From an optimization exercise on the open Yosys and OpenROAD flow, aimed at small area and a short achievable clock period; shortcuts taken in it are not production practice. At most, simulation tests tie the RTL to the original design; equivalence was not proved. Power and IR drop assume default switching activity.

==> inputs of 03-04 <==
==> flow/design.v (excerpt) <==
module fp_multiplier (
    input         sign,
    input         clk,
    input         rst,
    input  [16:0] a,
    input  [16:0] b,
    output [17:0] out,
    output reg    overflow,
    output reg    underflow
);
==> flow/config.mk <==
export PLATFORM = sky130hd
export DESIGN_NAME = fp_multiplier
export DESIGN_NICKNAME = fp_multiplier
export VERILOG_FILES = /design/flow/design.v
export SDC_FILE = /design/flow/constraint.sdc
export NUM_CORES = 4
export LEC_CHECK = 0
export CAP_MARGIN = 20
export CORE_MARGIN = 2
export CORE_UTILIZATION = 65
export PLACE_DENSITY = 0.75
export SETUP_SLACK_MARGIN = 5
export SLEW_MARGIN = 20
export SYNTH_HIERARCHICAL = 1
==> flow/constraint.sdc <==
create_clock -name core_clock -period 8.0 [get_ports {clk}]
set_input_delay 1.6000 -clock core_clock [delete_from_list [all_inputs] [get_ports {clk}]]
set_output_delay 1.6000 -clock core_clock [all_outputs]
set_load 0.01 [all_outputs]
run.sh (not shown) runs the stock make flow with config.mk's settings and CLKGATE_MAP_FILE= SYNTH_SCRIPT=/design/flow/synth_recipe.tcl, a recipe that flattens the netlist after the stock synthesis.
==> inputs of 02-01, as changes to 03-04 <==
--- a/flow/config.mk
+++ b/flow/config.mk
@@ -8,6 +8,5 @@
 export CAP_MARGIN = 20
 export CORE_MARGIN = 2
-export CORE_UTILIZATION = 65
-export PLACE_DENSITY = 0.75
+export CORE_UTILIZATION = 40
 export SETUP_SLACK_MARGIN = 5
 export SLEW_MARGIN = 20
==> notes <==
03-04 produced a clean layout. 02-01 went through all stages and came out clean.
In 03-04 the register-to-register slack is worse than in 02-01, by 0.11 ns.
Between 02-01 and 03-04, the lower via count is in 02-01 (gap about 11%, measured against 03-04).
Of 02-01 and 03-04, 02-01 has the higher clock skew (gap 0.0070 ns).
Against 03-04, the setup slack of 02-01 is higher by 0.11 ns.
In 02-01 the combinational power is smaller than in 03-04, by about 5%.
In sequential cell count, 03-04 and 02-01 do not differ.
==> figures <==
quantity                                                         03-04                    02-01
Outcome                                        complete, no violations  complete, no violations
GR Util met2                                                    60.85%                   31.39%
Layout Skew                                                0.008926 ns               0.01591 ns
Global-route wire length before repair                        45150 um                 41880 um
Critical Path Slowest Stage Cell                 sky130_fd_sc_hd__fa_2    sky130_fd_sc_hd__fa_1
Setup slack after layout                                      4.242 ns                 4.356 ns
Peak VDD IR                                                0.0002305 V              0.0001390 V
Resized cells post-CTS                                             170                      123
Area inside the core boundary                            0.01520 sq mm            0.02504 sq mm
Static Leak                                                   4.999 nW                 4.857 nW
Total area of multi-input combinational cells           0.007934 sq mm           0.007599 sq mm
FF/Latch Area                                           0.002521 sq mm           0.002511 sq mm
Final Instance Area                                      0.01292 sq mm            0.01272 sq mm
Function was not checked in any run of this note: the RTL went through the layout flow alone.

* * *

==> run G: inputs <==
Another version of the RTL of fp_multiplier (not shown whole).
Settings: LEC_CHECK=0, CAP_MARGIN=20, CORE_MARGIN=2, CORE_UTILIZATION=40, SETUP_SLACK_MARGIN=5, SLEW_MARGIN=20, SYNTH_HIERARCHICAL=1; clock period 8.0 ns.
standard.sh (not shown) runs the stock make flow with config.mk's settings and CLKGATE_MAP_FILE= SYNTH_SCRIPT=/design/flow/synth_recipe.tcl, a recipe that flattens the netlist after the stock synthesis.
==> flow/flow/run.sh <==
#!/bin/bash
# Standard layout, with a plain buffer (buf_2) on every input and output port
# and no dummy clock loads in the clock tree.
set -euo pipefail
bash standard.sh "BUFFER_PORTS_ARGS=-buffer_cell sky130_fd_sc_hd__buf_2" \
  "CTS_ARGS=-sink_clustering_enable -repair_clock_nets -dont_use_dummy_load" finish > make_finish.log 2>&1
==> inputs of run R, as changes to run G <==
==> flow/run.sh (new file) <==
#!/bin/bash
# synth_recipe.tcl (not shown) runs the flow's synth.tcl, then flattens the netlist and writes it again
# the make line also repeats each setting of config.mk as NAME=value (left out here)
make -C /OpenROAD-flow-scripts/flow DESIGN_CONFIG=/design/flow/config.mk WORK_HOME=/design/flow/orfs CLKGATE_MAP_FILE= SYNTH_SCRIPT=/design/flow/synth_recipe.tcl finish
--- a/flow/config.mk
+++ b/flow/config.mk
@@ -5,6 +5,7 @@
 export SDC_FILE = /design/flow/constraint.sdc
 export NUM_CORES = 4
 export LEC_CHECK = 0
+export ABC_AREA = 1
 export CAP_MARGIN = 20
 export CORE_MARGIN = 2
 export CORE_UTILIZATION = 40
removed: flow/flow/run.sh
removed: flow/standard.sh
==> impl_metrics.tcl <==
set metrics [dict create \
    combinationalPower_mw 2.82 \
    timing.final.crit_period_ns 3.13 \
    crit-reg2reg-capture "rb[13]$_DFF_P_" \
    power.ir.vdd_worst_mv 0.157 \
    via_count 8809 \
    wl_met1_um 12700 \
    outcome "no timing/DRC/antenna violations" \
    initial_core_util 0.407 \
    fin_worst_hold_slack_ns 0.339 \
    place_inst 1419 \
]
the above is filed under run R

==> impl_metrics.tcl <==
set metrics [dict create \
    outcome "no timing/DRC/antenna violations" \
    crit-reg2reg-capture "rb[9]$_DFF_P_" \
    timing.final.crit_period_ns 2.96 \
    place_inst 1280 \
    combinationalPower_mw 2.72 \
    fin_worst_hold_slack_ns 0.401 \
    wl_met1_um 12000 \
    synth-simple-area-share 0.0609 \
    initial_core_util 0.408 \
]
the above is filed under run G

[separate check: timing with driven ports]
The flow's constraints put no driver on any port. The routed layouts listed below were extracted and timed again, unchanged, in two steps.
Step 1: set_driving_cell puts a clkbuf_16 on clk and a buf_2 on each other input, an assumption about the parent block.
Step 2, shift: input delay + t, output delay - t, t = (earliest + latest rising clock arrival at the registers) / 2. This alone moves slack from input paths to output paths.
Three values: no drivers, after step 1, after step 2; two values: the first two.
run | t, ns | setup WS [ns] | latest minus earliest clock arrival (ns) | worst slew at a driven data input, ns
03-04 | 0.466 | 4.242 / 4.242 / 4.242 | 0.010 / 0.009 | 0.05
02-01 | 0.464 | 4.356 / 4.356 / 4.356 | 0.016 / 0.016 | 0.03
run G | 0.450 | 5.043 / 5.043 / 4.887 | 0.018 / 0.018 | 0.03
run R | 0.468 | 4.868 / 4.868 / 4.690 | 0.011 / 0.011 | 0.04
After both steps setup and hold are still met in every run listed. The setup slack of run R, which loses most, moves by 0.000 ns with the drivers and by -0.178 ns with both steps.
